Context: an optimization exercise on an open-source flow, tuned for small area, a short achievable clock period and few clock cycles. The choices shown serve that exercise and are no tape-out recipe.
RTL that was checked went through simulation tests only; none was proved equivalent to the original.
Power figures rest on the tool's default switching activity, not on a simulated workload.

Setup of the reference run:
==> flow/design.v <==
module cpu(clk, reset, in, out, mem_addr, mem_cmd, halt);
  input clk, reset;
  input [15:0] in;
  output [15:0] out;
  output [8:0] mem_addr;
  output [1:0] mem_cmd;
  output halt;
  reg [15:0] R0, R1, R2, R3, R4, R5, R6, R7;
  reg [12:0] ir;        
  reg        ir_v;      
  reg        rn;        
  reg        hs;        
  reg        mi, md;    
  reg        r_ld, r_eq, r_ne, r_lt, r_le;   
  reg [8:0]  mar;       
  reg        hz;        
  reg        infl;      
  reg [8:0]  pcf;       
  reg        go;        
  reg        ldwb;      
  reg [2:0]  ld_rd;
  reg        halted;
  reg        fz, flt;   
  reg c_mov, c_movi, c_bl, c_bx, c_ldr, c_str, c_hlt, c_add, c_cmp, c_and, c_mvn;
  reg c_wr;             
  reg [2:0] wa_r;
  reg j_al, j_eq, j_ne, j_lt, j_le;    
  reg [7:0] asel, bsel;                
  function [15:0] rsel(input [2:0] s, input [15:0] a0, a1, a2, a3, a4, a5, a6, a7);
    case (s)
      3'd0: rsel = a0; 3'd1: rsel = a1; 3'd2: rsel = a2; 3'd3: rsel = a3;
      3'd4: rsel = a4; 3'd5: rsel = a5; 3'd6: rsel = a6; default: rsel = a7;
    endcase
  endfunction
  function [15:0] hsel(input [7:0] s, input [15:0] a0, a1, a2, a3, a4, a5, a6, a7);
    hsel = ({16{s[0]}} & a0) | ({16{s[1]}} & a1) | ({16{s[2]}} & a2) | ({16{s[3]}} & a3) |
           ({16{s[4]}} & a4) | ({16{s[5]}} & a5) | ({16{s[6]}} & a6) | ({16{s[7]}} & a7);
  endfunction
  function [7:0] dec8(input [2:0] n);
    dec8 = 8'b1 << n;
  endfunction
  wire [8:0] pce = pcf - {8'b0, infl};
  wire run  = rn;                               
  wire hzst = hs;                               
  wire [3:0] mar_hi = mar[8:5];
  wire [3:0] mar_hp = mar_hi + 4'd1;
  wire [3:0] mar_hm = mar_hi - 4'd1;
  wire [8:0] mar_e = {mi ? mar_hp : md ? mar_hm : mar_hi, mar[4:0]};
  wire [15:0] ra = hsel(asel, R0, R1, R2, R3, R4, R5, R6, R7);
  wire [15:0] rb = hsel(bsel, R0, R1, R2, R3, R4, R5, R6, R7);
  reg [15:0] sb;
  always @* begin
    case (ir[4:3])
      2'b00: sb = rb;
      2'b01: sb = {rb[14:0], 1'b0};
      2'b10: sb = {1'b0, rb[15:1]};
      default: sb = {rb[15], rb[15:1]};
    endcase
  end
  wire        sub = c_cmp;
  wire [15:0] sum = ra + (sub ? ~sb : sb) + {15'b0, sub};
  reg  [15:0] other;    
  always @* begin
    if (ldwb) other = in;
    else if (c_movi) other = {{8{ir[7]}}, ir[7:0]};
    else if (c_bl) other = {8'b0, pce[7:0]};
    else if (c_mov) other = sb;
    else if (c_and) other = ra & sb;
    else other = ~sb;
  end
  wire [15:0] wd = (c_add & ~ldwb) ? sum : other;
  wire redirect = run & (j_al | (j_eq & fz) | (j_ne & ~fz) | (j_lt & flt) | (j_le & (flt | fz)));
  wire msel = r_ld | (r_eq & fz) | (r_ne & ~fz) | (r_lt & flt) | (r_le & (flt | fz));
  wire dmem  = run & (c_ldr | c_str);
  wire fetch = go & ~halted & ~dmem & ~(run & c_hlt);
  assign mem_addr = msel ? mar_e : pcf;
  assign mem_cmd  = {fetch | (run & c_ldr), run & c_str};
  assign out      = rb;
  assign halt     = halted | (run & c_hlt);
  wire sthit = run & c_str & infl & (mar_e == pce);
  wire        we = ldwb ? go : (run & c_wr);
  wire [2:0]  wa = ldwb ? ld_rd : wa_r;
  always @(posedge clk) begin
    if (we & (wa == 3'd0)) R0 <= wd;
    if (we & (wa == 3'd1)) R1 <= wd;
    if (we & (wa == 3'd2)) R2 <= wd;
    if (we & (wa == 3'd3)) R3 <= wd;
    if (we & (wa == 3'd4)) R4 <= wd;
    if (we & (wa == 3'd5)) R5 <= wd;
    if (we & (wa == 3'd6)) R6 <= wd;
    if (we & (wa == 3'd7)) R7 <= wd;
  end
  wire [2:0] iop  = in[15:13];
  wire       d_mov = iop == 3'b110;
  wire       d_alu = iop == 3'b101;
  wire       d_ldr = iop == 3'b011;
  wire       d_str = iop == 3'b100;
  wire       d_b   = iop == 3'b001;
  wire       d_bl  = (iop == 3'b010) & in[12];
  wire       d_bx  = (iop == 3'b010) & ~in[12];
  wire [15:0] d_rv = rsel(in[10:8], R0, R1, R2, R3, R4, R5, R6, R7);
  wire [5:0] d_lo  = {1'b0, d_rv[4:0]} + {1'b0, in[4:0]};
  wire       d_jmp = d_b | d_bl;
  wire       d_j   = d_b & (in[7:0] != 8'd0);
  wire       d_jal = (d_j & (in[10:8] == 3'b000)) | (d_bl & (in[7:0] != 8'd0)) | d_bx;
  wire       d_jeq = d_j & (in[10:8] == 3'b001);
  wire       d_jne = d_j & (in[10:8] == 3'b010);
  wire       d_jlt = d_j & (in[10:8] == 3'b011);
  wire       d_jle = d_j & (in[10:8] == 3'b100);
  wire [8:0] d_mar = d_jmp ? pcf + {in[7], in[7:0]} : {d_rv[8:5], d_lo[4:0]};
  wire       d_mi  = ~d_jmp & d_lo[5] & ~in[4];
  wire       d_md  = ~d_jmp & ~d_lo[5] & in[4];
  wire       d_hz  = ((d_ldr | d_str) & (rn | hs) & (c_wr | c_ldr) & (wa_r == in[10:8])) | d_bx;
  wire [2:0] d_rb  = (d_str | (iop == 3'b010)) ? in[7:5] : in[2:0];
  wire [8:0] e_mar = rb[8:0];
  wire       rfch  = hzst & ~c_bx;
  wire ir_ld = ~(ir_v & (ldwb | hzst));
  reg  ir_v_n, ldwb_n, halted_n;
  wire xv_n = go & ir_v_n & ~ldwb_n & ~halted_n;
  wire hz_n   = ir_ld ? d_hz : (hzst ? 1'b0 : hz);
  wire bx_n   = ir_ld ? d_bx : c_bx;
  wire [8:0] ma_inc = mem_addr + 9'd1;
  wire [8:0] ma_dec = mem_addr - 9'd1;
  wire ldst_n = ir_ld ? (d_ldr | d_str) : (c_ldr | c_str);
  wire jal_n  = ir_ld ? d_jal : j_al;
  wire jeq_n  = ir_ld ? d_jeq : j_eq;
  wire jne_n  = ir_ld ? d_jne : j_ne;
  wire jlt_n  = ir_ld ? d_jlt : j_lt;
  wire jle_n  = ir_ld ? d_jle : j_le;
  always @* begin
    ir_v_n = ir_v; ldwb_n = 1'b0; halted_n = halted;
    if (go) begin
      if (ir_ld) ir_v_n = infl & ~redirect & ~sthit;
      if (rfch) ir_v_n = 1'b0;
      ldwb_n = run & c_ldr;
      if (run & c_hlt) halted_n = 1'b1;
    end
  end
  always @(posedge clk) begin
    if (reset) begin
      go <= 1'b0; ir_v <= 1'b0; infl <= 1'b0; ldwb <= 1'b0; halted <= 1'b0;
      rn <= 1'b0; hs <= 1'b0; r_ld <= 1'b0; r_eq <= 1'b0; r_ne <= 1'b0; r_lt <= 1'b0; r_le <= 1'b0;
      pcf <= 9'd0;
    end else begin
      go <= 1'b1;
      ir_v <= ir_v_n; ldwb <= ldwb_n; halted <= halted_n;
      rn <= xv_n & ~hz_n;
      hs <= xv_n & hz_n;
      r_ld <= xv_n & ~hz_n & (ldst_n | jal_n);
      r_eq <= xv_n & ~hz_n & jeq_n;
      r_ne <= xv_n & ~hz_n & jne_n;
      r_lt <= xv_n & ~hz_n & jlt_n;
      r_le <= xv_n & ~hz_n & jle_n;
      if (go) begin
        infl <= fetch;
        if (fetch) pcf <= (xv_n & hz_n) ? (bx_n ? mem_addr : ma_dec) : ma_inc;
        else if (sthit) pcf <= pce;
      end
    end
  end
  always @(posedge clk) begin
    if (ir_ld) begin
      ir    <= in[12:0];
      mar   <= d_mar;
      mi    <= d_mi;
      md    <= d_md;
      hz    <= d_hz;
      c_mov <= d_mov & ~in[12];
      c_movi <= d_mov & in[12];
      c_bl  <= d_bl;
      c_bx  <= d_bx;
      c_ldr <= d_ldr;
      c_str <= d_str;
      c_hlt <= iop == 3'b111;
      c_add <= d_alu & (in[12:11] == 2'b00);
      c_cmp <= d_alu & (in[12:11] == 2'b01);
      c_and <= d_alu & (in[12:11] == 2'b10);
      c_mvn <= d_alu & (in[12:11] == 2'b11);
      c_wr  <= d_mov | (d_alu & (in[12:11] != 2'b01)) | d_bl;
      wa_r  <= d_bl ? 3'd7 : (d_mov & in[12]) ? in[10:8] : in[7:5];
      j_al  <= d_jal;
      j_eq  <= d_jeq;
      j_ne  <= d_jne;
      j_lt  <= d_jlt;
      j_le  <= d_jle;
      asel  <= dec8(in[10:8]);
      bsel  <= dec8(d_rb);
    end else if (hzst) begin
      mar <= e_mar;
      mi  <= 1'b0;
      md  <= 1'b0;
      hz  <= 1'b0;
    end
    if (run & c_ldr) ld_rd <= wa_r;
    if (run & c_cmp) begin
      fz  <= (ra == sb);
      flt <= (ra[15] ^ sb[15]) ? ra[15] : sum[15];
    end
  end
endmodule
clock: 10.0 ns
lec_check: 0
cap_margin: 20
core_margin: 2
core_utilization: 55
cts_buf_list: sky130_fd_sc_hd__clkbuf_8
slew_margin: 20
standard.sh (not shown) runs the stock make flow with config.mk's settings and CLKGATE_MAP_FILE= SYNTH_SCRIPT=/design/flow/synth_recipe.tcl, a recipe that flattens the netlist after the stock synthesis.
==> flow/flow/run.sh <==
#!/bin/bash
set -euo pipefail
bash standard.sh SETUP_SLACK_MARGIN=5.7 "BUFFER_PORTS_ARGS=-buffer_cell sky130_fd_sc_hd__buf_4" "CTS_ARGS=-sink_clustering_enable -repair_clock_nets -buf_list sky130_fd_sc_hd__clkbuf_8 -dont_use_dummy_load" finish > standard_flow.log 2>&1
The reference run ended with every stage complete and zero timing, DRC or antenna violations.
Testbench counts of the reference run, summed over its fixed seeds: cycles 34,765.
[inputs] the trial run vs the reference run
--- a/flow/design.v
+++ b/flow/design.v
@@ -120,6 +120,4 @@
   wire hz_n   = ir_ld ? d_hz : (hzst ? 1'b0 : hz);
   wire bx_n   = ir_ld ? d_bx : c_bx;
-  wire [8:0] ma_inc = mem_addr + 9'd1;
-  wire [8:0] ma_dec = mem_addr - 9'd1;
   wire ldst_n = ir_ld ? (d_ldr | d_str) : (c_ldr | c_str);
   wire jal_n  = ir_ld ? d_jal : j_al;
@@ -154,5 +152,5 @@
       if (go) begin
         infl <= fetch;
-        if (fetch) pcf <= (xv_n & hz_n) ? (bx_n ? mem_addr : ma_dec) : ma_inc;
+        if (fetch) pcf <= mem_addr + ((xv_n & hz_n) ? (bx_n ? 9'd0 : 9'h1ff) : 9'd1);
         else if (sthit) pcf <= pce;
       end
Findings:
- Fraction of the yosys area taken by sequential cells is lower on the trial run
- Status: power of the sequential group parity (the trial run, the reference run)
- Capturing element of the worst setup path: R5[15] -> the reference run, pcf[8] -> the trial run
- Taking the reference run as the reference, in the trial run cell area +about 5.6%; fraction of the cycle the final worst path needs has increased; count of hold-fix buffers inserted at cts neither gained nor lost much.
- Measured against each other, the reference run and the trial run differ in shortest period the worst path allows, the lower figure coming from the reference run.
- Setup slack in the trial run is 290 ps lower than in the reference run
Only the layout flow was run in the trial run; the RTL was not checked for function there.

cpu, a different RTL version from the one above (not shown whole).
Size: about 1200 cells after synthesis, roughly 220 flip-flops, ~46 I/O pins, ~0.013 mm^2 of cells after synthesis.
export LEC_CHECK = 0
export CAP_MARGIN = 20
export CORE_MARGIN = 2
export CORE_UTILIZATION = 40
export CTS_BUF_LIST = sky130_fd_sc_hd__clkbuf_8
export SLEW_MARGIN = 20
create_clock -name core_clock -period 10.0 [get_ports {clk}]
==> flow/flow/run.sh <==
#!/bin/bash
set -euo pipefail
bash standard.sh SETUP_SLACK_MARGIN=5.6 "BUFFER_PORTS_ARGS=-buffer_cell sky130_fd_sc_hd__buf_4" finish > standard_flow.log 2>&1
==> next run, changes <==
--- a/flow/design.v
+++ b/flow/design.v
@@ -4,20 +4,18 @@
   output [15:0] out;
   output [8:0] mem_addr;
   output [1:0] mem_cmd;
   output halt;
   reg [15:0] R0, R1, R2, R3, R4, R5, R6, R7;
   reg [12:0] ir;        
   reg        ir_v;      
-  reg        xv;        
   reg        rn;        
   reg        hs;        
   reg        mi, md;    
   reg        r_ld, r_eq, r_ne, r_lt, r_le;   
-  reg [8:0]  pce;       
   reg [8:0]  mar;       
   reg        hz;        
   reg        infl;      
   reg [8:0]  pcf;       
   reg        go;        
   reg        ldwb;      
   reg [2:0]  ld_rd;
@@ -37,14 +35,15 @@
   function [15:0] hsel(input [7:0] s, input [15:0] a0, a1, a2, a3, a4, a5, a6, a7);
     hsel = ({16{s[0]}} & a0) | ({16{s[1]}} & a1) | ({16{s[2]}} & a2) | ({16{s[3]}} & a3) |
            ({16{s[4]}} & a4) | ({16{s[5]}} & a5) | ({16{s[6]}} & a6) | ({16{s[7]}} & a7);
   endfunction
   function [7:0] dec8(input [2:0] n);
     dec8 = 8'b1 << n;
   endfunction
+  wire [8:0] pce = pcf - {8'b0, infl};
   wire run  = rn;                               
   wire hzst = hs;                               
   wire [8:0] mar_e = {mar[8:5] + {md, md, md, mi | md}, mar[4:0]};
   wire [15:0] ra = hsel(asel, R0, R1, R2, R3, R4, R5, R6, R7);
   wire [15:0] rb = hsel(bsel, R0, R1, R2, R3, R4, R5, R6, R7);
   reg [15:0] sb;
   always @* begin
@@ -98,15 +97,15 @@
   wire       d_bx  = (iop == 3'b010) & ~in[12];
   wire [15:0] d_rv = rsel(in[10:8], R0, R1, R2, R3, R4, R5, R6, R7);
   wire [5:0] d_lo  = {1'b0, d_rv[4:0]} + {1'b0, in[4:0]};
   wire       d_jmp = d_b | d_bl;
   wire [8:0] d_mar = d_jmp ? pcf + {in[7], in[7:0]} : {d_rv[8:5], d_lo[4:0]};
   wire       d_mi  = ~d_jmp & d_lo[5] & ~in[4];
   wire       d_md  = ~d_jmp & ~d_lo[5] & in[4];
-  wire       d_hz  = ((d_ldr | d_str) & xv & (c_wr | c_ldr) & (wa_r == in[10:8])) | d_bx;
+  wire       d_hz  = ((d_ldr | d_str) & (rn | hs) & (c_wr | c_ldr) & (wa_r == in[10:8])) | d_bx;
   wire [2:0] d_rb  = (d_str | (iop == 3'b010)) ? in[7:5] : in[2:0];
   wire [8:0] e_mar = c_bx ? rb[8:0] : ra[8:0] + {{4{ir[4]}}, ir[4:0]};
   wire ir_ld = ~(ir_v & (ldwb | hzst));
   reg  ir_v_n, ldwb_n, halted_n;
   wire xv_n = go & ir_v_n & ~ldwb_n & ~halted_n;
   wire hz_n   = ir_ld ? d_hz : (hzst ? 1'b0 : hz);
   wire ldst_n = ir_ld ? (d_ldr | d_str) : (c_ldr | c_str);
@@ -121,21 +120,20 @@
       if (ir_ld) ir_v_n = infl & ~redirect & ~sthit;
       ldwb_n = run & c_ldr;
       if (run & c_hlt) halted_n = 1'b1;
     end
   end
   always @(posedge clk) begin
     if (reset) begin
-      go <= 1'b0; ir_v <= 1'b0; infl <= 1'b0; ldwb <= 1'b0; halted <= 1'b0; xv <= 1'b0;
+      go <= 1'b0; ir_v <= 1'b0; infl <= 1'b0; ldwb <= 1'b0; halted <= 1'b0;
       rn <= 1'b0; hs <= 1'b0; r_ld <= 1'b0; r_eq <= 1'b0; r_ne <= 1'b0; r_lt <= 1'b0; r_le <= 1'b0;
       pcf <= 9'd0;
     end else begin
       go <= 1'b1;
       ir_v <= ir_v_n; ldwb <= ldwb_n; halted <= halted_n;
-      xv <= xv_n;
       rn <= xv_n & ~hz_n;
       hs <= xv_n & hz_n;
       r_ld <= xv_n & ~hz_n & (ldst_n | jal_n);
       r_eq <= xv_n & ~hz_n & jeq_n;
       r_ne <= xv_n & ~hz_n & jne_n;
       r_lt <= xv_n & ~hz_n & jlt_n;
       r_le <= xv_n & ~hz_n & jle_n;
@@ -145,15 +143,14 @@
         else if (sthit) pcf <= pce;
       end
     end
   end
   always @(posedge clk) begin
     if (ir_ld) begin
       ir    <= in[12:0];
-      pce   <= pcf;
       mar   <= d_mar;
       mi    <= d_mi;
       md    <= d_md;
       hz    <= d_hz;
       c_mov <= d_mov & ~in[12];
       c_movi <= d_mov & in[12];
       c_bl  <= d_bl;
@@ -176,14 +173,14 @@
       bsel  <= dec8(d_rb);
     end else if (hzst) begin
       mar <= e_mar;
       mi  <= 1'b0;
       md  <= 1'b0;
       hz  <= 1'b0;
     end
-    if (run & c_ldr) ld_rd <= ir[7:5];
+    if (run & c_ldr) ld_rd <= wa_r;
     if (run & c_cmp) begin
       fz  <= (ra == sb);
       flt <= (ra[15] ^ sb[15]) ? ra[15] : sum[15];
     end
   end
 endmodule
=> The changed run completed without violations. Setup slack is better by 15 ps. Hold slack is worse by 3.5 ps. Synthesized cell count is higher by 2.9%. Final area drops by 0.41%. Utilization goes up by 0.65 points. First-iteration DRC count is lower by 19%. Area after synthesis fell by 0.86%. Via count came out higher by 1.2%. Die area shrinks by 0.84%. Final cell count went up by 2.2%.
Testbench counts after the change, summed over its fixed seeds: cycles 35,090.
For the first run of this note, only the layout was checked, not whether the RTL still works.

## what the ideal ports hide
Ports are ideal in the flow. The routed layouts listed here were re-timed in OpenROAD. Step 1, drivers: a clkbuf_16 drives clk and a buf_2 each remaining input, both assumed. Step 2 also shifts input and output timing later by t, the mid clock arrival at the registers, as if the neighbouring blocks saw the same clock. a / b / c = ideal / step 1 / step 2; a / b = the first two.
run | t (ns) | setup WS [ns] | worst setup path at the end | slew at the worst register clock pin (ns) | pins driven straight from the clock port
the reference run | 0.550 | 5.765 / 5.762 / 5.283 | input to register | 0.06 / 0.06 | 1
the trial run | 0.559 | 5.473 / 5.455 / 4.896 | input to register | 0.06 / 0.06 | 1
the first run of note 2 | 0.600 | 5.655 / 5.607 / 5.166 | input to register | 0.07 / 0.07 | 1
the second run of note 2 | 0.603 | 5.670 / 5.660 / 5.207 | input to register | 0.07 / 0.07 | 1
After both steps every run listed still meets setup and hold. For the trial run, which loses most, drivers alone change the setup slack by -0.018 ns; drivers and shift together by -0.577 ns.
